This is an optimization exercise on Yosys and OpenROAD, whose aim is small area, not a production implementation.
Function was checked by simulation only, so behaviour that the tests miss may differ from the original.
No activity file was given, so power comes from the tool's default toggle rates.

===== flow/design.v =====
module no_fitter(
	input raw, rst_n, clk,
	output en
);
reg [5:0] q;
wire [15:0] ft = 16'b0000001011111100;
wire f = ft[q[5:2]];
always @(posedge clk or negedge rst_n)
	if (~rst_n)
		q <= 6'b001010;
	else if (raw)
		q <= 6'b001010;
	else
		q <= {q[4:0], f};
assign en = q[5] & ~q[4] & ~q[3] & ~q[2] & ~q[0];
endmodule
module seg(
	input clk,
	input rst_n,
	input [7:0] speed,
	output reg [2:0] sel,
	output [6:0] segment
	);
	reg [2:0] cnt;
	always @(posedge clk or negedge rst_n)
		if (~rst_n) begin
			cnt <= 3'b000;
			sel <= 3'd0;
		end else begin
			cnt <= {cnt[1:0], ~cnt[2]};
			if (cnt[1] & ~cnt[0])
				sel <= sel + 3'd1;
		end
	seg_fn seg_fn1(sel, speed, segment);
endmodule
module seg_fn(
  input [2:0] sel,
  input [7:0] speed,
  output [6:0] segment
);
  wire new_n100, new_n101, new_n102, new_n103, new_n104, new_n105, new_n106, new_n108, new_n109, new_n110, new_n111, new_n112, new_n115, new_n117, new_n119, new_n19, new_n20, new_n21, new_n22, new_n23, new_n24, new_n25, new_n26, new_n27, new_n28, new_n29, new_n30, new_n31, new_n32, new_n33, new_n34, new_n35, new_n36, new_n37, new_n38, new_n39, new_n40, new_n41, new_n42, new_n43, new_n44, new_n45, new_n46, new_n47, new_n48, new_n49, new_n50, new_n51, new_n52, new_n53, new_n54, new_n55, new_n56, new_n57, new_n58, new_n59, new_n60, new_n61, new_n62, new_n63, new_n64, new_n65, new_n66, new_n67, new_n68, new_n69, new_n70, new_n71, new_n72, new_n73, new_n74, new_n75, new_n76, new_n77, new_n78, new_n79, new_n80, new_n81, new_n82, new_n83, new_n84, new_n85, new_n86, new_n87, new_n88, new_n89, new_n90, new_n91, new_n92, new_n93, new_n94, new_n95, new_n96, new_n97, new_n98, new_n99;
  assign new_n19 = (~sel[1]);
  assign new_n20 = (~speed[7]);
  assign new_n21 = (~speed[3]);
  assign new_n22 = (~speed[4]);
  assign new_n23 = (~speed[5]);
  assign new_n24 = (~speed[6]);
  assign new_n25 = (~new_n21&~new_n24) | (~new_n22&~new_n24) | (~new_n23&~new_n24);
  assign new_n26 = (~new_n25);
  assign new_n27 = (~sel[0]&~new_n20&~new_n26);
  assign new_n28 = (~sel[0]);
  assign new_n29 = (~speed[6]&~new_n22);
  assign new_n30 = (~new_n29);
  assign new_n31 = (~speed[5]&~new_n20);
  assign new_n32 = (~speed[4]&~new_n24);
  assign new_n33 = (~new_n23&~speed[7]&~new_n32);
  assign new_n34 = (~new_n30&~new_n33) | (~new_n31&~new_n33);
  assign new_n35 = (~speed[3]&~new_n34);
  assign new_n36 = (~speed[2]);
  assign new_n37 = (~new_n34);
  assign new_n38 = (~new_n21&~new_n37);
  assign new_n39 = (~new_n35&~new_n38);
  assign new_n40 = (~new_n39);
  assign new_n41 = (~new_n36&~new_n40);
  assign new_n42 = (~new_n28&~new_n31);
  assign new_n43 = (~new_n32&~new_n29);
  assign new_n44 = (~new_n43);
  assign new_n45 = (~new_n44) | (~new_n42);
  assign new_n46 = (~new_n32&~new_n42) | (~new_n45);
  assign new_n47 = (~new_n41) | (~new_n46);
  assign new_n48 = (~new_n31);
  assign new_n49 = (~speed[7]&~new_n23);
  assign new_n50 = (~new_n48&~new_n49) | (~speed[4]&~new_n49);
  assign new_n51 = (~new_n50) | (~new_n44);
  assign new_n52 = (~new_n51&~new_n37);
  assign new_n53 = (~new_n38&~new_n52) | (~new_n44&~new_n52);
  assign new_n54 = (~new_n51);
  assign new_n55 = (~new_n33&~new_n54) | (~new_n21) | (~new_n30);
  assign new_n56 = (new_n53&new_n55&sel[0]);
  assign new_n57 = (~new_n47) | (~new_n56);
  assign new_n58 = (~sel[0]&~speed[1]) | (~new_n57);
  assign new_n59 = (~new_n58);
  assign new_n60 = (~sel[0]&~new_n42) | (~speed[6]&~new_n42);
  assign new_n61 = (~new_n24&~new_n50);
  assign new_n62 = (~sel[0]&~new_n38) | (~new_n60&~new_n61);
  assign new_n63 = (~new_n28&~new_n59) | (~new_n28&~new_n62) | (~new_n35&~new_n59) | (~new_n35&~new_n62);
  assign new_n64 = (~new_n43&~sel[0]) | (~new_n48&~sel[0]);
  assign new_n65 = (~new_n20&~new_n60);
  assign new_n66 = (~new_n51&~new_n65) | (~new_n64&~new_n65);
  assign new_n67 = (~new_n55) | (~sel[0]) | (~new_n37);
  assign new_n68 = (~new_n28) | (~speed[2]);
  assign new_n69 = (~new_n52);
  assign new_n70 = (~new_n67) | (~new_n68) | (~new_n69);
  assign new_n71 = (~new_n66&~new_n70);
  assign new_n72 = (~sel[0]&~speed[3]&~new_n34&~new_n58);
  assign new_n73 = (~new_n71&~new_n72);
  assign new_n74 = (~new_n73);
  assign new_n75 = (~new_n63) | (~new_n71);
  assign new_n76 = (~new_n63&~new_n74) | (~new_n75);
  assign new_n77 = (~new_n68&~new_n69);
  assign new_n78 = (~new_n62&~new_n59) | (~new_n77);
  assign new_n79 = (~new_n62&~new_n59);
  assign new_n80 = (~new_n68&~new_n69) | (~new_n79);
  assign new_n81 = (~new_n76) | (~new_n78) | (~new_n80);
  assign new_n82 = (~new_n79&~sel[1]) | (~new_n70&~sel[1]) | (~new_n66&~sel[1]);
  assign new_n83 = (~new_n81) | (~new_n82);
  assign new_n84 = (~new_n19&~new_n27) | (~new_n83);
  assign new_n85 = (~sel[2]&~new_n84);
  assign new_n86 = (~new_n80) | (~new_n78);
  assign new_n87 = (~new_n71&~new_n86);
  assign new_n88 = (~new_n70) | (~new_n66);
  assign new_n89 = (~new_n86&~new_n74);
  assign new_n90 = (new_n88&~new_n89) | (~new_n88&new_n89);
  assign new_n91 = (~new_n87&~new_n76) | (~new_n19) | (~new_n90);
  assign new_n92 = (~sel[2]&~new_n91);
  assign new_n93 = (~new_n92) | (~new_n84);
  assign new_n94 = (~speed[1]&~speed[2]&~new_n39);
  assign new_n95 = (~new_n94&~new_n41) | (~new_n56);
  assign new_n96 = (~new_n49&~new_n26);
  assign new_n97 = (~speed[7]&~new_n25) | (~new_n28);
  assign new_n98 = (new_n38&new_n54) | (speed[1]&speed[2]);
  assign new_n99 = (~new_n53&~new_n98) | (~new_n19);
  assign new_n100 = (~new_n96&~new_n97) | (~new_n99);
  assign new_n101 = (~speed[2]&~new_n46);
  assign new_n102 = (~sel[0]&~sel[1]);
  assign new_n103 = (~new_n39&~new_n102) | (~new_n101&~new_n102);
  assign new_n104 = (new_n95&new_n100&new_n103) | (speed[0]&new_n102);
  assign new_n105 = (~sel[2]);
  assign new_n106 = (~new_n104) | (~new_n105);
  assign segment[4] = (~new_n93) | (~new_n106);
  assign new_n108 = (~new_n92) | (~new_n84) | (~new_n104);
  assign new_n109 = (~new_n89&~new_n76);
  assign new_n110 = (~new_n72&~sel[2]) | (~new_n88&~sel[2]);
  assign new_n111 = (~new_n109) | (~new_n82) | (~new_n110);
  assign new_n112 = (~segment[4]) | (~new_n108) | (~new_n111);
  assign segment[0] = (~new_n85&~new_n112);
  assign segment[1] = (~segment[4]&new_n92) | (~new_n108&new_n92);
  assign new_n115 = (~new_n85) | (~new_n91);
  assign segment[2] = (~new_n104&~new_n115);
  assign new_n117 = (~new_n115);
  assign segment[3] = (~new_n117&~new_n112);
  assign new_n119 = (~new_n93) | (~new_n111);
  assign segment[5] = (~new_n106&~new_n119) | (~new_n115&~new_n119);
  assign segment[6] = (~new_n117&~new_n119&~segment[1]);
endmodule
module metronome(
	input [7:0] speed,
	input clk,
	input rst_n,
	input [15:0] SW,
	output reg bell,
	output [15:0] LED
	);
	reg [3:0] j;
	reg sign;
	wire swnz = |SW;
	wire jt = j[3] & j[1];                  
	wire tick = swnz & jt & ~sign;
	always @(posedge clk or negedge rst_n)
		if (~rst_n) begin
			j <= 4'd0;
			sign <= 1'b0;
		end else if (swnz) begin
			if (jt) begin
				j <= 4'd0;
				sign <= ~sign;
			end else
				j <= j + 4'd1;
		end
	reg [13:0] i;
	reg [3:0] k;
	reg started;
	wire [13:0] blank;
	wire step, near;
	lut_fn lut_fn1(speed, blank);
	cmp_fn cmp_fn1(i, blank, step, near);
	always @(posedge clk or negedge rst_n)
		if (~rst_n) begin
			i <= 14'd0;
			k <= 4'd0;
			started <= 1'b0;
			bell <= 1'b0;
		end else if (tick) begin
			if (step) begin
				i <= 14'd0;
				k <= k + 4'd1;
				started <= 1'b1;
			end else begin
				i <= i + 14'd1;
				if (SW[k] & near)
					bell <= ~bell;
			end
		end
	genvar m;
	generate for (m = 0; m < 16; m = m + 1) begin : g_led
		assign LED[m] = started & (k == ((m + 1) % 16));
	end endgenerate
endmodule
module band(
	input clk, left, right, up, down, rst_n,
	output reg [7:0] speed
	);
	wire [7:0] nxt;
	spd_fn spd_fn1(left, right, down, up, speed, nxt);
	always @(posedge clk or negedge rst_n)
		if (~rst_n)
			speed <= 8'd60;
		else
			speed <= nxt;
endmodule
module lut_fn(
  input [7:0] s,
  output [13:0] blank
);
  wire new_n100, new_n101, new_n102, new_n103, new_n104, new_n105, new_n106, new_n107, new_n108, new_n109, new_n110, new_n111, new_n112, new_n113, new_n114, new_n115, new_n116, new_n117, new_n118, new_n119, new_n120, new_n121, new_n122, new_n123, new_n124, new_n125, new_n126, new_n127, new_n128, new_n129, new_n130, new_n131, new_n132, new_n133, new_n134, new_n135, new_n136, new_n137, new_n138, new_n139, new_n140, new_n141, new_n142, new_n143, new_n144, new_n146, new_n147, new_n148, new_n149, new_n150, new_n151, new_n152, new_n153, new_n154, new_n155, new_n156, new_n157, new_n158, new_n159, new_n160, new_n161, new_n162, new_n163, new_n164, new_n165, new_n166, new_n167, new_n168, new_n169, new_n170, new_n171, new_n172, new_n173, new_n174, new_n175, new_n176, new_n177, new_n178, new_n179, new_n180, new_n181, new_n182, new_n183, new_n184, new_n185, new_n186, new_n187, new_n189, new_n190, new_n191, new_n192, new_n193, new_n194, new_n195, new_n196, new_n197, new_n198, new_n199, new_n200, new_n201, new_n202, new_n203, new_n204, new_n205, new_n206, new_n207, new_n208, new_n209, new_n210, new_n211, new_n212, new_n214, new_n215, new_n216, new_n217, new_n218, new_n219, new_n220, new_n221, new_n222, new_n223, new_n224, new_n225, new_n226, new_n227, new_n228, new_n229, new_n23, new_n230, new_n231, new_n233, new_n234, new_n235, new_n236, new_n237, new_n238, new_n239, new_n24, new_n240, new_n241, new_n242, new_n243, new_n244, new_n245, new_n247, new_n248, new_n249, new_n25, new_n250, new_n251, new_n252, new_n253, new_n254, new_n255, new_n256, new_n258, new_n259, new_n26, new_n260, new_n261, new_n262, new_n263, new_n264, new_n265, new_n266, new_n267, new_n269, new_n27, new_n270, new_n271, new_n273, new_n274, new_n276, new_n28, new_n29, new_n30, new_n31, new_n32, new_n33, new_n34, new_n35, new_n36, new_n37, new_n38, new_n39, new_n40, new_n41, new_n42, new_n43, new_n44, new_n45, new_n46, new_n47, new_n48, new_n49, new_n50, new_n51, new_n52, new_n53, new_n54, new_n55, new_n56, new_n57, new_n58, new_n59, new_n60, new_n61, new_n62, new_n63, new_n64, new_n65, new_n66, new_n67, new_n68, new_n69, new_n70, new_n71, new_n72, new_n73, new_n74, new_n75, new_n76, new_n77, new_n78, new_n79, new_n80, new_n81, new_n82, new_n83, new_n84, new_n85, new_n86, new_n87, new_n88, new_n89, new_n90, new_n91, new_n92, new_n93, new_n94, new_n95, new_n96, new_n97, new_n98, new_n99;
  assign new_n23 = (~s[0]);
  assign new_n24 = (~s[2]&~new_n23);
  assign new_n25 = (~new_n24) | (~s[1]);
  assign new_n26 = (~s[3]);
  assign new_n27 = (~new_n25) | (~new_n26);
  assign new_n28 = (~s[1]);
  assign new_n29 = (~s[0]&~new_n28);
  assign new_n30 = (~new_n29);
  assign new_n31 = (~s[2]&~new_n30);
  assign new_n32 = (~s[2]);
  assign new_n33 = (~s[1]&~new_n23);
  assign new_n34 = (~new_n33);
  assign new_n35 = (~new_n32&~new_n34);
  assign new_n36 = (~new_n27&~new_n31&~new_n35);
  assign new_n37 = (~new_n36);
  assign new_n38 = (~s[0]&~new_n32);
  assign new_n39 = (~new_n24&~new_n38);
  assign new_n40 = (~new_n39);
  assign new_n41 = (~new_n40) | (~s[3]);
  assign new_n42 = (~s[1]&~new_n32);
  assign new_n43 = (~new_n28&~new_n39);
  assign new_n44 = (~s[2]&~s[3]);
  assign new_n45 = (~new_n32&~new_n26);
  assign new_n46 = (~s[4]&~new_n44&~new_n45);
  assign new_n47 = (~new_n43) | (~new_n46);
  assign new_n48 = (~new_n23&~new_n28);
  assign new_n49 = (~s[2]&~new_n48);
  assign new_n50 = (~new_n49);
  assign new_n51 = (~new_n28&~new_n32);
  assign new_n52 = (~s[3]&~new_n51);
  assign new_n53 = (~new_n50) | (~new_n52);
  assign new_n54 = (~s[4]);
  assign new_n55 = (~new_n47) | (~new_n53) | (~new_n54);
  assign new_n56 = (~new_n42&~new_n55);
  assign new_n57 = (~s[4]&~new_n56) | (~new_n37&~new_n56) | (~new_n41&~new_n56);
  assign new_n58 = (~s[6]);
  assign new_n59 = (~s[7]&~new_n58);
  assign new_n60 = (~s[5]&~new_n57) | (~new_n59);
  assign new_n61 = (~s[5]);
  assign new_n62 = (~s[3]&~new_n33);
  assign new_n63 = (~new_n24);
  assign new_n64 = (~new_n62&~s[4]) | (~new_n63&~s[4]);
  assign new_n65 = (~new_n42&~new_n41);
  assign new_n66 = (~new_n65);
  assign new_n67 = (~new_n23&~new_n32);
  assign new_n68 = (~new_n42&~new_n67);
  assign new_n69 = (~new_n68&~new_n26) | (~new_n34&~new_n26);
  assign new_n70 = (~s[0]&~s[1]);
  assign new_n71 = (~new_n44&~new_n54) | (~new_n70&~new_n54);
  assign new_n72 = (~new_n71);
  assign new_n73 = (~new_n72&~new_n43);
  assign new_n74 = (~new_n68) | (~new_n26);
  assign new_n75 = (~new_n74);
  assign new_n76 = (~new_n54&~new_n75);
  assign new_n77 = (~new_n73&~new_n76);
  assign new_n78 = (~new_n69&~new_n77);
  assign new_n79 = (~new_n64&~new_n78) | (~new_n66&~new_n78);
  assign new_n80 = (~new_n61&~new_n79);
  assign new_n81 = (~new_n26&~new_n30);
  assign new_n82 = (~new_n81);
  assign new_n83 = (~new_n26&~new_n51);
  assign new_n84 = (~s[1]&~s[2]);
  assign new_n85 = (~new_n84);
  assign new_n86 = (~new_n85) | (~new_n23);
  assign new_n87 = (~new_n83) | (~new_n86);
  assign new_n88 = (~new_n82) | (~new_n87);
  assign new_n89 = (~new_n88);
  assign new_n90 = (~new_n24&~new_n89);
  assign new_n91 = (~new_n37) | (~new_n87);
  assign new_n92 = (~s[6]&~s[7]);
  assign new_n93 = (~new_n92);
  assign new_n94 = (~new_n61&~new_n93);
  assign new_n95 = (~new_n94);
  assign new_n96 = (~new_n91&~new_n95) | (~new_n54&~new_n95);
  assign new_n97 = (~new_n54&~new_n75&~new_n90) | (~new_n96);
  assign new_n98 = (~new_n83);
  assign new_n99 = (~s[3]&~new_n28);
  assign new_n100 = (~new_n99);
  assign new_n101 = (~new_n38&~new_n100);
  assign new_n102 = (~new_n44&~new_n101);
  assign new_n103 = (~new_n29&~new_n102) | (~new_n23&~new_n98) | (~s[4]);
  assign new_n104 = (~s[5]&~new_n93);
  assign new_n105 = (~new_n103) | (~new_n47) | (~new_n104);
  assign new_n106 = (~new_n62);
  assign new_n107 = (~new_n84&~new_n51);
  assign new_n108 = (~new_n107);
  assign new_n109 = (~new_n106&~new_n108);
  assign new_n110 = (~new_n26&~new_n107);
  assign new_n111 = (~new_n110);
  assign new_n112 = (~new_n111) | (~new_n82);
  assign new_n113 = (~s[0]&~new_n108);
  assign new_n114 = (~s[3]&~new_n24&~new_n113);
  assign new_n115 = (~new_n45);
  assign new_n116 = (~new_n115) | (~s[4]);
  assign new_n117 = (~s[4]&~new_n109&~new_n112) | (~new_n114&~new_n116);
  assign new_n118 = (~new_n52);
  assign new_n119 = (~new_n26&~new_n49);
  assign new_n120 = (~s[4]&~new_n119);
  assign new_n121 = (~new_n118&~new_n67) | (~new_n120);
  assign new_n122 = (~new_n62) | (~new_n86) | (~new_n63);
  assign new_n123 = (~new_n98) | (~new_n122) | (~s[4]);
  assign new_n124 = (~s[5]) | (~s[6]);
  assign new_n125 = (~new_n121&~new_n124) | (~new_n123&~new_n124);
  assign new_n126 = (~s[5]&~new_n58);
  assign new_n127 = (~new_n32&~s[4]) | (~new_n126);
  assign new_n128 = (~s[0]&~new_n85);
  assign new_n129 = (~new_n119);
  assign new_n130 = (~new_n118&~new_n128) | (~new_n129);
  assign new_n131 = (~new_n54&~new_n130);
  assign new_n132 = (~new_n127&~new_n131) | (~s[7]);
  assign new_n133 = (~new_n117&~new_n125&~new_n132) | (~s[5]&~new_n125&~new_n132) | (~new_n58&~new_n125&~new_n132);
  assign new_n134 = (~new_n28&~new_n26);
  assign new_n135 = (~new_n134);
  assign new_n136 = (~new_n106&~new_n31) | (~new_n38&~new_n135);
  assign new_n137 = (~new_n136);
  assign new_n138 = (~new_n44&~s[4]) | (~new_n28&~s[4]);
  assign new_n139 = (~new_n138);
  assign new_n140 = (~new_n51&~new_n106);
  assign new_n141 = (~new_n30&~new_n137) | (~new_n30&~new_n88) | (~new_n140&~new_n137) | (~new_n140&~new_n88);
  assign new_n142 = (~s[5]&~s[6]);
  assign new_n143 = (~new_n64&~new_n141) | (~new_n137&~new_n139) | (~new_n142);
  assign new_n144 = (~new_n133) | (~new_n143);
  assign blank[0] = (~new_n60&~new_n80) | (~new_n97) | (~new_n105) | (~new_n144);
  assign new_n146 = (~new_n33&~new_n42&~new_n95);
  assign new_n147 = (~new_n128);
  assign new_n148 = (~new_n104);
  assign new_n149 = (~new_n147&~new_n148) | (~new_n27&~new_n148);
  assign new_n150 = (~new_n146&~new_n149) | (~new_n122&~new_n149);
  assign new_n151 = (~new_n148&~new_n81&~new_n140);
  assign new_n152 = (~new_n147) | (~new_n83) | (~new_n25);
  assign new_n153 = (~new_n88) | (~new_n152);
  assign new_n154 = (~new_n153&~new_n95) | (~new_n102&~new_n95);
  assign new_n155 = (~new_n151&~new_n154) | (~s[4]);
  assign new_n156 = (~s[3]&~new_n49);
  assign new_n157 = (~new_n70&~new_n115);
  assign new_n158 = (~new_n51) | (~s[0]);
  assign new_n159 = (~new_n26&~new_n84);
  assign new_n160 = (~new_n158) | (~new_n159);
  assign new_n161 = (~new_n53) | (~new_n54) | (~new_n160);
  assign new_n162 = (~new_n54&~new_n156&~new_n157) | (~new_n161);
  assign new_n163 = (~new_n67&~new_n118);
  assign new_n164 = (~new_n54&~new_n163);
  assign new_n165 = (~new_n98&~s[4]) | (~new_n85&~s[4]);
  assign new_n166 = (~new_n164&~new_n61&~new_n165) | (~new_n115&~new_n61&~new_n165);
  assign new_n167 = (~new_n162&~new_n166) | (~new_n61&~new_n166);
  assign new_n168 = (~new_n54&~new_n52);
  assign new_n169 = (~new_n168);
  assign new_n170 = (~new_n61&~new_n120);
  assign new_n171 = (~new_n75&~new_n169) | (~new_n170);
  assign new_n172 = (~new_n58&~new_n46&~new_n168) | (~new_n124);
  assign new_n173 = (~s[7]);
  assign new_n174 = (~new_n171&~new_n173) | (~new_n172&~new_n173);
  assign new_n175 = (~s[6]&~new_n167) | (~new_n174);
  assign new_n176 = (~new_n91) | (~s[2]);
  assign new_n177 = (~new_n33&~s[4]) | (~new_n32&~s[4]);
  assign new_n178 = (~new_n176) | (~new_n66) | (~new_n177);
  assign new_n179 = (~new_n73&~new_n76) | (~new_n152);
  assign new_n180 = (~new_n178) | (~new_n61) | (~new_n179);
  assign new_n181 = (~new_n70&~new_n50);
  assign new_n182 = (~new_n48&~new_n181);
  assign new_n183 = (~new_n26&~new_n182) | (~s[4]) | (~new_n53);
  assign new_n184 = (~new_n98&~new_n181);
  assign new_n185 = (~new_n99&~new_n184) | (~new_n54);
  assign new_n186 = (~new_n183) | (~s[5]) | (~new_n185);
  assign new_n187 = (~new_n180) | (~new_n59) | (~new_n186);
  assign blank[1] = (~s[4]&~new_n150) | (~new_n155) | (~new_n175) | (~new_n187);
  assign new_n189 = (~new_n44);
  assign new_n190 = (~s[4]&~new_n189);
  assign new_n191 = (~new_n190);
  assign new_n192 = (~new_n61&~new_n58&~new_n170) | (~new_n169&~new_n58&~new_n170) | (~new_n191&~new_n58&~new_n170);
  assign new_n193 = (~new_n189&~new_n48) | (~new_n61);
  assign new_n194 = (~new_n193);
  assign new_n195 = (~new_n54&~new_n157) | (~new_n159&~new_n157);
  assign new_n196 = (~s[3]&~s[4]);
  assign new_n197 = (~new_n61&~new_n196&~new_n164) | (~new_n58);
  assign new_n198 = (~new_n194&~new_n197) | (~new_n195&~new_n197);
  assign new_n199 = (~new_n192&~new_n198);
  assign new_n200 = (~new_n173&~new_n199);
  assign new_n201 = (~new_n189&~new_n54) | (~new_n28&~new_n54);
  assign new_n202 = (~new_n23&~new_n54&~new_n83) | (~new_n67&~new_n201);
  assign new_n203 = (~new_n181&~new_n89) | (~new_n38&~new_n100);
  assign new_n204 = (~new_n54&~new_n40&~new_n110) | (~s[5]);
  assign new_n205 = (~new_n203&~new_n204) | (~new_n54&~new_n204);
  assign new_n206 = (~new_n61&~new_n93&~new_n205) | (~new_n121&~new_n93&~new_n205) | (~new_n202&~new_n93&~new_n205);
  assign new_n207 = (~s[0]&~s[1]) | (~new_n177) | (~new_n141);
  assign new_n208 = (~new_n54&~new_n112);
  assign new_n209 = (~s[3]&~new_n182) | (~new_n208);
  assign new_n210 = (~new_n115&~new_n130&~new_n61) | (~new_n115&~new_n138&~new_n61) | (~new_n168&~new_n130&~new_n61) | (~new_n168&~new_n138&~new_n61);
  assign new_n211 = (~new_n207&~new_n210) | (~new_n61&~new_n210) | (~new_n209&~new_n210);
  assign new_n212 = (~new_n58&~s[7]&~new_n211);
  assign blank[2] = (~new_n200&~new_n206&~new_n212);
  assign new_n214 = (~new_n64);
  assign new_n215 = (~new_n118&~new_n181) | (~new_n208);
  assign new_n216 = (~new_n214&~new_n69) | (~new_n58) | (~new_n215);
  assign new_n217 = (~new_n139&~new_n119) | (~s[6]) | (~new_n169);
  assign new_n218 = (~new_n216&~s[7]) | (~s[5]&~s[7]) | (~new_n217&~s[7]);
  assign new_n219 = (~new_n54&~new_n44&~new_n119);
  assign new_n220 = (~new_n159&~new_n109) | (~new_n158&~new_n109);
  assign new_n221 = (~s[4]&~new_n220);
  assign new_n222 = (~new_n219&~new_n221) | (~new_n126);
  assign new_n223 = (~new_n91) | (~new_n73);
  assign new_n224 = (~new_n159&~s[4]) | (~new_n23&~s[4]);
  assign new_n225 = (~new_n42&~new_n27) | (~new_n224);
  assign new_n226 = (~new_n223) | (~new_n142) | (~new_n225);
  assign new_n227 = (~new_n54&~new_n193);
  assign new_n228 = (~s[5]&~new_n191) | (~s[6]);
  assign new_n229 = (~new_n228&~new_n170) | (~s[7]);
  assign new_n230 = (~s[4]&~new_n194&~new_n197);
  assign new_n231 = (~new_n227&~new_n229&~new_n230);
  assign blank[3] = (~new_n218&~new_n231) | (~new_n222&~new_n231) | (~new_n226&~new_n231);
  assign new_n233 = (~new_n159) | (~new_n54);
  assign new_n234 = (~new_n189&~new_n138) | (~new_n233);
  assign new_n235 = (~new_n84&~new_n61) | (~new_n196&~new_n61);
  assign new_n236 = (~new_n61&~new_n169&~new_n58) | (~new_n61&~new_n235&~new_n58) | (~new_n234&~new_n169&~new_n58) | (~new_n234&~new_n235&~new_n58);
  assign new_n237 = (~new_n140) | (~new_n30);
  assign new_n238 = (~new_n237&~s[4]) | (~new_n111&~s[4]);
  assign new_n239 = (~new_n131&~new_n238) | (~s[5]);
  assign new_n240 = (~new_n156&~new_n65) | (~new_n76);
  assign new_n241 = (~s[4]&~new_n113) | (~new_n61) | (~new_n240);
  assign new_n242 = (~new_n239&~s[6]) | (~new_n241&~s[6]);
  assign new_n243 = (~s[5]&~new_n227);
  assign new_n244 = (~new_n243&~new_n173) | (~new_n58&~new_n173);
  assign new_n245 = (~new_n244) | (~new_n228);
  assign blank[4] = (~s[7]&~new_n236&~new_n242) | (~new_n245);
  assign new_n247 = (~new_n106&~new_n43);
  assign new_n248 = (~new_n136) | (~new_n138) | (~new_n47);
  assign new_n249 = (~new_n54&~new_n247&~new_n184) | (~new_n248);
  assign new_n250 = (~s[4]&~new_n159);
  assign new_n251 = (~new_n250);
  assign new_n252 = (~s[5]&~new_n251) | (~s[6]);
  assign new_n253 = (~new_n235&~new_n252);
  assign new_n254 = (~s[3]&~new_n114) | (~new_n250);
  assign new_n255 = (~s[3]&~new_n147) | (~s[4]) | (~new_n129);
  assign new_n256 = (~new_n254&~new_n95) | (~new_n255&~new_n95);
  assign blank[5] = (new_n249&new_n104) | (new_n244) | (new_n253) | (new_n256);
  assign new_n258 = (~new_n163) | (~new_n54);
  assign new_n259 = (~new_n258) | (~s[5]);
  assign new_n260 = (~new_n259);
  assign new_n261 = (~new_n252) | (~new_n173);
  assign new_n262 = (~new_n260&~new_n261) | (~new_n72&~new_n261);
  assign new_n263 = (~new_n31&~new_n35) | (~new_n196);
  assign new_n264 = (~new_n23&~new_n233) | (~new_n263);
  assign new_n265 = (~new_n147) | (~new_n83);
  assign new_n266 = (~new_n237&~new_n54) | (~new_n265&~new_n54);
  assign new_n267 = (~new_n264&~new_n266) | (~new_n142);
  assign blank[6] = (~new_n262&~new_n244) | (~new_n267&~new_n244);
  assign new_n269 = (~s[3]&~new_n54&~new_n156) | (~new_n128&~new_n54&~new_n156);
  assign new_n270 = (~s[5]&~new_n269);
  assign new_n271 = (~new_n139&~new_n90) | (~new_n270);
  assign blank[7] = (~new_n271&~new_n261) | (~new_n58&~new_n261) | (~new_n259&~new_n261);
  assign new_n273 = (~new_n68&~new_n157) | (~new_n135&~new_n157);
  assign new_n274 = (~s[5]&~new_n227&~new_n273);
  assign blank[8] = (~new_n93&~new_n274&~new_n260);
  assign new_n276 = (~new_n29&~new_n35&~new_n251);
  assign blank[9] = (~new_n148&~new_n227&~new_n276);
  assign blank[10] = (~new_n148&~new_n251&~new_n113);
  assign blank[11] = (~new_n49&~new_n148&~new_n258);
  assign blank[12] = (~s[5]&~new_n30&~new_n93&~new_n191);
  assign blank[13] = (~s[3]&~s[4]&~new_n85&~new_n148);
endmodule
module cmp_fn(
  input [13:0] i,
  input [13:0] blank,
  output A,
  output B
);
  wire new_n100, new_n101, new_n102, new_n31, new_n32, new_n33, new_n34, new_n35, new_n36, new_n37, new_n38, new_n39, new_n40, new_n41, new_n42, new_n43, new_n44, new_n45, new_n46, new_n47, new_n48, new_n49, new_n50, new_n51, new_n52, new_n53, new_n54, new_n55, new_n56, new_n57, new_n58, new_n59, new_n60, new_n61, new_n62, new_n63, new_n64, new_n65, new_n66, new_n67, new_n68, new_n69, new_n70, new_n71, new_n72, new_n73, new_n74, new_n75, new_n76, new_n77, new_n78, new_n79, new_n80, new_n81, new_n82, new_n84, new_n85, new_n86, new_n87, new_n88, new_n89, new_n90, new_n91, new_n92, new_n93, new_n94, new_n95, new_n96, new_n97, new_n98, new_n99;
  assign new_n31 = (~blank[13]);
  assign new_n32 = (~i[12]);
  assign new_n33 = (~new_n32) | (~blank[12]);
  assign new_n34 = (~i[13]&~new_n31) | (~new_n33);
  assign new_n35 = (~i[10]);
  assign new_n36 = (~new_n35) | (~blank[10]);
  assign new_n37 = (~i[9]);
  assign new_n38 = (~new_n37) | (~blank[9]);
  assign new_n39 = (~new_n36) | (~new_n38);
  assign new_n40 = (~blank[5]);
  assign new_n41 = (~i[5]&~new_n40);
  assign new_n42 = (~blank[6]);
  assign new_n43 = (~i[6]&~new_n42);
  assign new_n44 = (~blank[1]);
  assign new_n45 = (~new_n44) | (~i[1]);
  assign new_n46 = (~i[0]);
  assign new_n47 = (~i[1]&~new_n44);
  assign new_n48 = (~new_n45&~new_n47) | (~new_n46&~new_n47) | (~blank[0]&~new_n47);
  assign new_n49 = (~blank[3]);
  assign new_n50 = (~i[4]);
  assign new_n51 = (~blank[4]&~new_n50);
  assign new_n52 = (~i[3]&~new_n51) | (~new_n49&~new_n51);
  assign new_n53 = (~blank[2]);
  assign new_n54 = (~new_n53) | (~i[2]);
  assign new_n55 = (~new_n52) | (~new_n54);
  assign new_n56 = (~new_n48&~new_n55);
  assign new_n57 = (~i[3]&~new_n49) | (~i[2]&~new_n53);
  assign new_n58 = (~blank[4]);
  assign new_n59 = (~i[4]&~new_n58);
  assign new_n60 = (~new_n52&~new_n59) | (~new_n57&~new_n59);
  assign new_n61 = (~new_n60);
  assign new_n62 = (~new_n40) | (~i[5]);
  assign new_n63 = (new_n56&new_n62) | (new_n61&new_n62);
  assign new_n64 = (~new_n42) | (~i[6]);
  assign new_n65 = (~blank[7]);
  assign new_n66 = (~new_n65) | (~i[7]);
  assign new_n67 = (~new_n41&~new_n43&~new_n63) | (~new_n64) | (~new_n66);
  assign new_n68 = (i[7]) | (new_n65);
  assign new_n69 = (~i[8]&~blank[8]) | (i[8]&blank[8]);
  assign new_n70 = (~i[8]);
  assign new_n71 = (~blank[8]&~new_n70);
  assign new_n72 = (~blank[9]&~new_n37);
  assign new_n73 = (~new_n67&~new_n71&~new_n72) | (~new_n68&~new_n71&~new_n72) | (~new_n69&~new_n71&~new_n72);
  assign new_n74 = (~blank[10]&~new_n35);
  assign new_n75 = (~new_n74);
  assign new_n76 = (~i[11]);
  assign new_n77 = (blank[11]) | (new_n76);
  assign new_n78 = (~new_n39&~new_n73) | (~new_n75) | (~new_n77);
  assign new_n79 = (~new_n76) | (~blank[11]);
  assign new_n80 = (~blank[12]&~new_n32);
  assign new_n81 = (~new_n78&~new_n80) | (~new_n79&~new_n80);
  assign new_n82 = (~new_n31) | (~i[13]);
  assign A = (~new_n34&~new_n81) | (~new_n82);
  assign new_n84 = (~new_n77&~new_n74) | (~new_n79&~new_n74);
  assign new_n85 = (~i[3]);
  assign new_n86 = (~new_n85&~blank[3]&~new_n54) | (~new_n51&~new_n59);
  assign new_n87 = (~new_n54) | (~new_n85) | (~blank[3]);
  assign new_n88 = (~new_n86) | (~new_n51) | (~new_n48) | (~new_n87);
  assign new_n89 = (~new_n64);
  assign new_n90 = (new_n43) | (new_n89);
  assign new_n91 = (~new_n88&~new_n41) | (~new_n90&~new_n41);
  assign new_n92 = (~new_n48&~new_n60) | (~new_n86&~new_n60) | (~new_n87&~new_n60);
  assign new_n93 = (~new_n62&~new_n92) | (~new_n90&~new_n92);
  assign new_n94 = (~i[13]&~new_n31&~new_n80);
  assign new_n95 = (~new_n77&~new_n94) | (~new_n34);
  assign new_n96 = (~i[7]&~new_n69) | (~new_n65&~new_n69);
  assign new_n97 = (~new_n68&~new_n89) | (~new_n66&~new_n89);
  assign new_n98 = (~new_n72);
  assign new_n99 = (~new_n98&~new_n71) | (~new_n38&~new_n71);
  assign new_n100 = (~new_n75&~new_n72) | (~new_n36&~new_n72);
  assign new_n101 = (~new_n96&~new_n97&~new_n99&~new_n100);
  assign new_n102 = (~new_n91&~new_n93) | (~new_n95) | (~new_n101);
  assign B = (~new_n84&~new_n102) | (A);
endmodule
module spd_fn(
  input l,
  input r,
  input d,
  input u,
  input [7:0] s,
  output [7:0] n
);
  wire new_n21, new_n22, new_n23, new_n25, new_n26, new_n27, new_n28, new_n29, new_n31, new_n32, new_n33, new_n34, new_n35, new_n36, new_n37, new_n39, new_n40, new_n41, new_n42, new_n44, new_n45, new_n46, new_n48, new_n49, new_n50, new_n52, new_n53, new_n55, new_n56, new_n57;
  assign new_n21 = (~l&~r&~s[0]);
  assign new_n22 = (~l&~r) | (~s[0]);
  assign new_n23 = (~new_n22);
  assign n[0] = (~new_n21&~new_n23);
  assign new_n25 = (~r);
  assign new_n26 = (~new_n25&~l) | (~d&~l);
  assign new_n27 = (~new_n26);
  assign new_n28 = (~new_n25&~new_n27) | (~u&~new_n27);
  assign new_n29 = (new_n22&~new_n28) | (~new_n22&new_n28);
  assign n[1] = (s[1]&~new_n29) | (~s[1]&new_n29);
  assign new_n31 = (~s[1]);
  assign new_n32 = (~new_n29) | (~new_n31);
  assign new_n33 = (~new_n28) | (~new_n22);
  assign new_n34 = (~s[1]&~new_n27) | (~new_n33);
  assign new_n35 = (~new_n32&~new_n34) | (~new_n27&~new_n34);
  assign new_n36 = (~s[2]&~new_n35);
  assign new_n37 = (new_n35&s[2]);
  assign n[2] = (~new_n36&~new_n37);
  assign new_n39 = (~l&~r);
  assign new_n40 = (~d&~new_n28) | (~new_n39&~new_n28);
  assign new_n41 = (~s[3]&~new_n40) | (s[3]&new_n40);
  assign new_n42 = (~new_n27&~new_n37) | (~new_n32&~new_n37);
  assign n[3] = (new_n41&~new_n42) | (~new_n41&new_n42);
  assign new_n44 = (~new_n40) | (~s[3]);
  assign new_n45 = (~new_n41&~new_n42) | (~new_n44);
  assign new_n46 = (new_n27&~new_n45) | (~new_n27&new_n45);
  assign n[4] = (s[4]&~new_n46) | (~s[4]&new_n46);
  assign new_n48 = (s[4]) | (new_n26) | (new_n45);
  assign new_n49 = (~new_n45) | (~s[4]) | (~new_n26);
  assign new_n50 = (~new_n48) | (~new_n49);
  assign n[5] = (s[5]&~new_n50) | (~s[5]&new_n50);
  assign new_n52 = (~new_n45) | (~s[4]) | (~s[5]) | (~new_n26);
  assign new_n53 = (~s[5]&~new_n48) | (~new_n52);
  assign n[6] = (s[6]&~new_n53) | (~s[6]&new_n53);
  assign new_n55 = (~s[5]&~new_n48);
  assign new_n56 = (~new_n52) | (~s[6]);
  assign new_n57 = (~s[6]&~new_n55) | (~new_n56);
  assign n[7] = (~s[7]&~new_n57) | (s[7]&new_n57);
endmodule
module top(
	input clk,
	input rst_n,
	input left,
	input right,
	input up,
	input down,
	input [15:0] SW,
	output bell,
	output [2:0] sel,
	output [6:0] segment,
	output [15:0] LED
	);
	wire [7:0] speed;
	wire dec, inc, add, min;
	metronome metronome1(speed, clk, rst_n, SW, bell, LED);
	seg seg1(clk, rst_n, speed, sel, segment);
	band band1(clk, dec, inc, add, min, rst_n, speed);
	no_fitter left_fit(left, rst_n, clk, dec);
	no_fitter right_fit(right, rst_n, clk, inc);
	no_fitter up_fit(up, rst_n, clk, add);
	no_fitter down_fit(down, rst_n, clk, min);
endmodule

===== flow/run.sh =====
#!/bin/bash
# synth_recipe.tcl (not shown) runs the flow's synth.tcl, then flattens the netlist and writes it again
# the make line also repeats each setting of config.mk as NAME=value (left out here)
make -C /OpenROAD-flow-scripts/flow DESIGN_CONFIG=/design/flow/config.mk WORK_HOME=/design/flow/orfs CLKGATE_MAP_FILE= SYNTH_SCRIPT=/design/flow/synth_recipe.tcl finish

===== flow/config.mk =====
export PLATFORM = sky130hd
export DESIGN_NAME = top
export DESIGN_NICKNAME = top
export VERILOG_FILES = /design/flow/design.v
export SDC_FILE = /design/flow/constraint.sdc
export NUM_CORES = 4
export LEC_CHECK = 0
export ABC_AREA = 1
export CAP_MARGIN = 20
export CORE_MARGIN = 2
export CORE_UTILIZATION = 40
export SLEW_MARGIN = 20

===== flow/constraint.sdc =====
create_clock -name core_clock -period 70.0 [get_ports {clk}]
set_input_delay 14.0000 -clock core_clock [delete_from_list [all_inputs] [get_ports {clk}]]
set_output_delay 14.0000 -clock core_clock [all_outputs]
set_load 0.01 [all_outputs]

==> flow_metrics.py, run 1 <==
metrics = {
    "synthesis": {
        "synth_top_area_frac": 0.2255,
        "syn_nets": 934,
        "synth_simple_gate_area_share": 0.3666,
        "avgSynthCellArea_um2": 6.431,
        "synth_xor_area_frac": 0.02167,
        "synth_sequential_area_ratio": 0.2812,
        "number_of_enable_flip_flop_cells_after_synthesis": 0,
        "syn-cell-area_um2": 5659,
        "synth_top_flop_cell": "dfrtp_1",
        "synth.ff_latch_count": 63,
        "post_synth_mux_area_share": 0,
        "post_synth_fa_ha_maj_area_fraction": 0.07208,
        "synth-compound-area-share": 0.1488,
        "yosys_warnings": 4,
        "synth-async-reset-ratio": 1.000,
        "synth_top_cells_by_area": "dfrtp_1 (23%), nand2_1 (15%), inv_1 (8.0%), nand3_1 (7.6%), ha_1 (6.9%)",
        "post-synth-top-area-cell": "dfrtp_1",
        "combinational_family_with_the_most_area_after_synthesis": "simple AND/OR/NAND/NOR gates",
        "yosys.cell_types.count": 50,
        "syn-instance-count": 880,
    },
    "drt": {
        "antenna_left": 0,
        "routed_vias_inst": 5.275,
        "drt-initial-drc-count": 653,
        "routed-via-count": 5813,
        "detailedRoute.firstPassIterationCount": 5,
        "post_drt_wl_per_cell_um": 13.84,
        "drc_errors": 0,
        "totalWireLength_um": 15250,
    },
    "final_layout": {
        "finish.net_count": 971,
        "layout_common_cells": "nand2_1 (230), inv_1 (120), nor2_1 (101), nand3_1 (86)",
        "area_growth_pct": 15.70,
        "antenna_cells": 0,
        "post_route_cells_drive_above_1_share": 0.08894,
        "mostFrequentLayoutCell": "nand2_1",
        "n_fill_cell": 1369,
    },
    "placement": {
        "dpl.hpwl_um": 11430,
        "io_buffers": 48,
        "place.gp.congestion": 1.013,
    },
    "global_routing": {
        "grt_max_degree": 64,
        "overflow": 0,
        "grt_antenna_before_repair": 0,
        "grt_pass1_wl_um": 25200,
        "track_usage": 0.2096,
        "first_global_vias": 5259,
    },
    "timing": {
        "final_period_minus_worst_setup_slack_ps": 19230,
        "worst-slew-pin-transition_ps": 893.0,
        "skew_ps": 7.356,
        "rsz0062_at_grt": "false",
        "post-route-period-util": 0.2747,
        "finalSetupTns_ps": 0,
        "slew_headroom": 0.4040,
        "report.final.slew_viol_count": 0,
        "achievable-frequency_mhz": 52.01,
        "final-setup-viol-count": 0,
        "timing_hold_violations_final": 0,
    },
    "clock_tree": {
        "cts.repair_timing.setup_buffer_count": 0,
        "deepest_level_of_the_cts_h_tree": 3,
        "numCtsBuffers": 9,
        "tritoncts": "yes",
        "tritoncts_num_sinks": 63,
        "cts.hold.buffers_added": 0,
        "clock_tree.root_cell": "clkbuf_16",
        "number_of_instances_resized_during_post_cts_repair": 0,
        "clock_insertion_delay_worst_skew_ps": 330,
        "clock_path_buffers": 2,
        "cts.reportedPaths.clkPinSlew_ps": 60,
    },
    "critical_path": {
        "crit_type": "reg -> out",
        "r2r-start": "band1.speed[4]",
        "critical_path.endpoint_type": "output port",
        "setup.worst_path.start": "band1.speed[4]",
        "cp.arrival_ps": 5230,
        "critPathMaxFanout": 34,
        "worstRegToRegCells": 22,
        "destination_of_the_worst_register_to_register_timing_path": "metronome1.k[0]",
        "cp-endpoint": "segment[3]",
        "worstSetupStartpointType": "register",
        "rrSetupSlack_ps": 65670,
        "critPathRequiredTime_ps": 56000,
    },
    "pwr": {
        "pwr_density_cell_nw_per_um2": 55.03,
        "power_frac_clock": 0.122,
        "power.combinational.fraction": 0.692,
        "power.switching_fraction": 0.5464,
        "total_power_uw": 360.3,
        "power.net_switching_uw": 196.9,
        "cellLeakagePower_nw": 3.238,
        "ir_drop_uv": 29.11,
        "power.sequential.fraction": 0.186,
        "total_internal_power_uw": 163.4,
    },
    "floorplanning": {
        "dieHeight_um": 122.9,
        "io_pins": 49,
        "initial_core_util": 0.4093,
        "die_area_um2": 15120,
        "die_x_um": 122.9,
        "design.core.area_um2": 13830,
        "rows": 43,
    },
    "status": {
        "outcome": "complete, no violations",
    },
    "run": {
        "drv.max_cap_violation_count": 0,
    },
    "hold_path": {
        "worstHoldPathType": "reg -> reg",
    },
}
## stage by stage
| step | cell area, um^2 | std cells | util | setup slack, ps | hold slack, ps |
|---|---|---|---|---|---|
| 6_report | 6548 | 1102 | 0.4735 | 50770 | 371.8 |
| 3_5_place_dp | 6250 | 1086 | 0.4520 | 51200 | 365.0 |
| 3_3_place_gp | 6250 | 1086 | 0.4520 | 51250 | 355.9 |
| 2_1_floorplan | 5659 | 880 | - | 52580 | 353.7 |
| 5_1_grt | 6548 | 1102 | 0.4735 | 50290 | 382.9 |
| 4_1_cts | 6548 | 1102 | 0.4735 | 50820 | 372.2 |
## synth_stat cells (all sizes together), types with 2 or more instances
library cell,n
a21oi,62
clkbuf,5
a31oi,7
o22ai,5
buf,19
nor2,109
clkinv,5
ha,31
o21bai,4
a32oi,3
or2,5
dfstp,12
nor3,12
a32o,2
a211oi,2
nand4,12
o21ai,41
nand3,88
and2,3
nor4,8
xor2,13
dfrtp,51
nand2,240
o211ai,3
inv,127
## worst max-delay path, cell delays in order, from the launching register on
cell             delay, ps
dfstp_2                920
inv_1                  590
ha_1                   390
inv_1                   80
nand2_2                 70
o21ai_2                100
inv_2                   80
ha_1                   220
nand2_1                 90
nand2_2                 80
nor2_4                 120
o21ai_2                 70
o21ai_2                 80
inv_2                   60
nor2_1                 160
inv_1                   90
ha_1                   330
nand2_1                 80
nand2_1                 70
nand4_2                140
nor2_2                 160
nand2_2                 90
nand2_2                100
nand3_2                 70
a21oi_1                120
clkdlybuf4s50_1        540
## sequential cells by signal (all words and copies together) (netlist names)
signal              cells
metronome1.i           14
band1.speed             8
down_fit.q              6
left_fit.q              6
right_fit.q             6
up_fit.q                6
metronome1.j            4
metronome1.k            4
seg1.cnt                3
seg1.sel                3
metronome1.bell         1
metronome1.sign         1
metronome1.started      1
## layer usage
metal / GRT usage / wire length (um) / up-vias
li1: - / - / 2919
met1: 0.2992 / 7212 / 2565
met2: 0.3073 / 6386 / 276
met3: 0.03321 / 1106 / 53
met4: 0.1020 / 542 / 0
met5: 0 / 0 / -
## how the worst min path moves through the flow
| stage | from | to | slack, ps | depth (start not counted) |
|---|---|---|---|---|
| after CTS | seg1.cnt[0] | seg1.cnt[1] | 370 | 0 |
| after detailed placement | seg1.cnt[1] | seg1.cnt[2] | 360 | 0 |
| after global routing | seg1.cnt[0] | seg1.cnt[1] | 380 | 0 |
| after global placement | seg1.cnt[0] | seg1.cnt[1] | 360 | 0 |
| after floorplan | seg1.cnt[1] | seg1.cnt[2] | 350 | 0 |
| final | seg1.cnt[0] | seg1.cnt[1] | 370 | 0 |
## cell type report
| class | instances | area, um^2 | share of cell area |
|---|---|---|---|
| Multi-Input combinational cell | 661 | 3447 | 0.5265 |
| Sequential cell | 63 | 1592 | 0.2431 |
| Inverter | 132 | 495.5 | 0.07567 |
| Timing Repair Buffer | 50 | 490.5 | 0.07491 |
| Clock buffer | 9 | 225.2 | 0.03440 |
| Tap cell | 180 | 225.2 | 0.03440 |
| Clock inverter | 7 | 72.57 | 0.01108 |
## cell families (layout without fill, tap and decap cells)
kind of cell    count (synthesis)  in the layout
compound gates                137            137
simple gates                  478            478
xor+xnor                       14             14
buf+inv                       156            198
fa+ha+maj                      32             32
flops                          63             63
## power by group through the flow
stage | registers [mW] | logic (mW) | clock network (mW)
after floorplan | 0.0532 | 0.190 | 0
after global placement | 0.0674 | 0.247 | 0
after detailed placement | 0.0668 | 0.245 | 0
after CTS | 0.0664 | 0.246 | 0.0453
after global routing | 0.0691 | 0.279 | 0.0470
final | 0.0671 | 0.249 | 0.0439
==> run 2, diff against run 1 <==
==> flow/flow/run.sh (new file) <==
#!/bin/bash
# Own layout flow: the standard ORFS flow (standard.sh) with
#  - synthesis through flow/synth_own.tcl (standard synthesis, stronger ABC script),
#  - port buffers of the smallest buffer cell (every port still gets one),
#  - CTS with small clock buffers and no dummy loads.
# Each tool's output goes to logs under orfs/logs (ORFS) and to own_*.log here.
set -euo pipefail
WORK=$(pwd)
sed "s#@WORK@#$WORK#g" flow/synth_own.tcl > own_synth.tcl
# standard.sh with our synthesis script and extra make variables
sed -e "s#SYNTH_SCRIPT=[^ ]*synth_recipe.tcl#SYNTH_SCRIPT=$WORK/own_synth.tcl#" \
    -e 's#"\${@:-finish}"#"BUFFER_PORTS_ARGS=-buffer_cell sky130_fd_sc_hd__buf_1" "CTS_ARGS=-sink_clustering_enable -repair_clock_nets -buf_list sky130_fd_sc_hd__clkbuf_4 -dont_use_dummy_load" "${@:-finish}"#' \
    standard.sh > own.sh
grep -q own_synth.tcl own.sh
grep -q BUFFER_PORTS_ARGS own.sh
bash own.sh > own_make.log 2>&1
==> flow/flow/abc_own.script (new file) <==
strash
dc2
&get -n
&deepsyn -T 60
&nf -R 1000
&put
topo
==> flow/flow/synth_own.tcl (new file) <==
# The standard synthesis (synth_recipe.tcl), with one change: ABC maps the
# logic with flow/abc_own.script (area-oriented) instead of ORFS's script.
# Registers are mapped before ABC runs, so they are the standard synthesis's.
proc abc {args} {
  set i [lsearch -exact $args -script]
  if {$i >= 0} {
    lset args [expr {$i + 1}] "@WORK@/flow/abc_own.script"
  }
  yosys abc {*}$args
}
source @WORK@/synth_recipe.tcl
==> flow/standard.sh (new file) <==
#!/bin/bash
# synth_recipe.tcl (not shown) runs the flow's synth.tcl, then flattens the netlist and writes it again
# the make line also repeats each setting of config.mk as NAME=value (left out here)
make -C /OpenROAD-flow-scripts/flow DESIGN_CONFIG=/design/flow/config.mk WORK_HOME=/design/flow/orfs CLKGATE_MAP_FILE= SYNTH_SCRIPT=/design/flow/synth_recipe.tcl "${@:-finish}"
removed: flow/run.sh
==> flow_metrics.py, run 2 <==
metrics = {
    "synthesis": {
        "synth-async-reset-ratio": 1.000,
        "syn_nets": 678,
        "syn-cell-area_um2": 4897,
        "synth.cells.most_frequent": "nor2_1 (96), nand2_1 (63), dfrtp_1 (51)",
        "number_of_enable_flip_flop_cells_after_synthesis": 0,
        "yosys_warnings": 4,
        "post-synth-top-count-cell": "nor2_1",
        "post-synth-top-area-cell": "dfrtp_1",
        "syn-instance-count": 624,
        "synth_top_area_frac": 0.2606,
        "yosys.cell_types.count": 57,
        "avgSynthCellArea_um2": 7.848,
        "synth.ff_latch_count": 63,
        "synth_sequential_area_ratio": 0.3250,
        "synth_top_flop_cell": "dfrtp_1",
        "synth_top_cells_by_area": "dfrtp_1 (26%), ha_1 (7.9%), nor2_1 (7.4%), dfstp_2 (6.4%), nand2_1 (4.8%)",
    },
    "clock_tree": {
        "cts.repair_timing.setup_buffer_count": 0,
        "clock_insertion_delay_worst_skew_ps": 410,
        "numCtsBuffers": 9,
        "cts.hold.buffers_added": 0,
        "deepest_level_of_the_cts_h_tree": 3,
        "cts.reportedPaths.clkPinSlew_ps": 100,
        "tritoncts_num_sinks": 63,
        "clock_tree.root_cell": "clkbuf_4",
        "tritoncts": "yes",
        "number_of_instances_resized_during_post_cts_repair": 0,
        "clock_path_buffers": 2,
    },
    "placement": {
        "dpl.hpwl_um": 10500,
        "dp_worst_setup_slack_ps": 50690,
        "io_buffers": 48,
        "place.gp.congestion": 0.9978,
        "placedInstanceArea_um2": 5285,
    },
    "floorplanning": {
        "dieHeight_um": 114.7,
        "die_area_um2": 13140,
        "initial_core_util": 0.4094,
        "design.core.area_um2": 11960,
        "io_pins": 49,
        "rows": 40,
        "die_x_um": 114.7,
    },
    "drt": {
        "drc_errors": 0,
        "drt-initial-drc-count": 407,
        "totalWireLength_um": 14330,
        "routed_vias_inst": 6.134,
        "detailedRoute.firstPassIterationCount": 7,
        "routed-via-count": 5097,
        "antenna_left": 0,
        "post_drt_wl_per_cell_um": 17.24,
    },
    "global_routing": {
        "grt_pass1_wl_um": 24010,
        "overflow": 0,
        "track_usage": 0.2279,
        "grt_antenna_before_repair": 0,
        "grt_max_degree": 64,
        "first_global_vias": 4883,
    },
    "final_layout": {
        "area_growth_pct": 9.351,
        "post_route_cells_drive_above_1_share": 0.03655,
        "max_flop_register": "metronome1.i",
        "mostFrequentLayoutCell": "nor2_1",
        "layout_common_cells": "nor2_1 (96), nand2_1 (63), dfrtp_1 (51), buf_1 (47), o21ai_0 (42)",
        "antenna_cells": 0,
        "largest_register_ff_count": 14,
        "finish.instance_area_um2": 5355,
        "layout_top_registers": "metronome1.i: 14 flops, band1.speed: 8 flops",
        "finish.net_count": 740,
    },
    "pwr": {
        "power.net_switching_uw": 156.0,
        "power.combinational.fraction": 0.689,
        "total_power_uw": 275.6,
        "ir_drop_uv": 20.67,
        "power.switching_fraction": 0.5661,
        "pwr_density_cell_nw_per_um2": 51.46,
        "power.sequential.fraction": 0.251,
        "power_frac_clock": 0.060,
        "cellLeakagePower_nw": 2.123,
        "total_internal_power_uw": 119.6,
    },
    "critical_path": {
        "critPathMaxFanout": 42,
        "crit_type": "reg -> out",
        "critical_path.endpoint_type": "output port",
        "worstSetupStartpointType": "register",
        "critPathRequiredTime_ps": 56000,
        "cp.arrival_ps": 5990,
    },
    "timing": {
        "setup_ws_post_layout_ps": 50010,
        "worst-slew-pin-transition_ps": 927.4,
        "rsz0062_at_grt": "false",
        "post-route-period-util": 0.2856,
        "final-setup-viol-count": 0,
        "final_period_minus_worst_setup_slack_ps": 19990,
        "achievable-frequency_mhz": 50.02,
        "timing.hold.ws_ps": 382.7,
        "timing_hold_violations_final": 0,
        "skew_ps": 40.35,
        "report.final.slew_viol_count": 0,
        "slew_headroom": 0.3770,
        "finalSetupTns_ps": 0,
    },
    "run": {
        "drv.max_cap_violation_count": 0,
    },
    "hold_path": {
        "worstHoldPathType": "reg -> reg",
    },
    "status": {
        "outcome": "complete, no violations",
    },
}
## run 2: cell count changes after synthesis, moves of 11 or more
cell      before  now
nand2_1      230   63
inv_1        120    0
nand3_1       86   24
clkinv_1       5   30
nor2b_1        0   25
or2_0          0   19
nor3_1        12   29
a21oi_1       51   38
buf_2         13    0
a21oi_2       11    0
nand2b_1       0   11
## run 2: logic make-up after synthesis
logic type	Yosys count	synth area share
multiplexers	5	0.01048
AND/OR/NAND/NOR	307	0.3002
XOR/XNOR	18	0.03219
flip-flops	63	0.3250
buffers and inverters	30	0.02299
adder cells (fa/ha/maj)	33	0.08533
AO/OA/AOI/OAI	168	0.2238
## run 2: worst paths after layout
check	end	slack (ps)	depth (start not counted)	startpoint
min reg2reg	seg1.cnt[1]	380	0	seg1.cnt[0]
max in group asynchronous	band1.speed[7]	55720	2	rst_n
max reg2reg	metronome1.bell	63880	23	band1.speed[1]
max	segment[6]	50010	20	band1.speed[4]
min in group asynchronous	metronome1.i[5]	13760	2	rst_n
min	seg1.cnt[1]	380	0	seg1.cnt[0]
## run 2: critical path, cell delays in order, from the launching register on
cell      delay (ps)
dfstp_2         1050
clkinv_1         650
ha_1             450
o22a_1           230
ha_1             250
clkinv_1          60
o21ai_0          120
a311oi_1         320
a32oi_1          160
ha_1             310
nor2b_1          180
and2_0           220
o21ai_0           90
a21oi_1          210
o211ai_1         160
nor2b_1          230
or2_0            180
nand2_1           90
nor2b_1          160
nor4_1           270
buf_1            190
## run 2: area by class of cell
class,instances,area [um^2]
multi-input combinational,531,3196
fill,1184,6606
tap,147,183.9
sequential,63,1592
clock buffer,9,67.56
inverter,30,112.6
timing repair buffer,51,203.9
## run 2: metal layers
| layer | routed length (um) | GRT usage | up-vias |
|---|---|---|---|
| met5 | 0 | 0 | - |
| li1 | - | - | 2412 |
| met4 | 540 | 0.1146 | 0 |
| met2 | 6435 | 0.3590 | 277 |
| met3 | 1221 | 0.03494 | 51 |
| met1 | 6132 | 0.3043 | 2357 |
## run 2: metrics by stage
| step | cells | utilization |
|---|---|---|
| 2_1_floorplan | 624 | - |
| 3_3_place_gp | 822 | 0.4418 |
| 3_5_place_dp | 822 | 0.4418 |
| 4_1_cts | 831 | 0.4475 |
| 5_1_grt | 831 | 0.4477 |
| 6_report | 831 | 0.4477 |
## run 2: power groups by stage
stage	clock [mW]	combinational [mW]	sequential (mW)
final	0.0166	0.190	0.0692
after global routing	0.0193	0.210	0.0710
after global placement	0	0.183	0.0694
after CTS	0.0178	0.183	0.0679
after floorplan	0	0.134	0.0607
after detailed placement	0	0.182	0.0685

## re-timing with driven ports
Ports are ideal in the flow. The routed layouts listed here were re-timed in OpenROAD.
Step 1 assumes that a clkbuf_16 drives the clock port and a buf_2 every other input.
Step 2, shift: input delay + t, output delay - t, t = (earliest + latest rising clock arrival at the registers) / 2. This alone moves slack from input paths to output paths.
Three values: no drivers, after step 1, after step 2; two values: the first two.
run | t, ns | setup WS [ns] | worst setup path after step 2 | clock arrival spread, ns | slew at the worst register clock pin (ns)
run 1 | 0.364 | 50.774 / 50.733 / 51.098 | register to output | 0.008 / 0.007 | 0.06 / 0.06
run 2 | 0.420 | 50.008 / 49.976 / 50.396 | register to output | 0.041 / 0.040 | 0.11 / 0.11
After both steps every run listed still meets setup and hold.
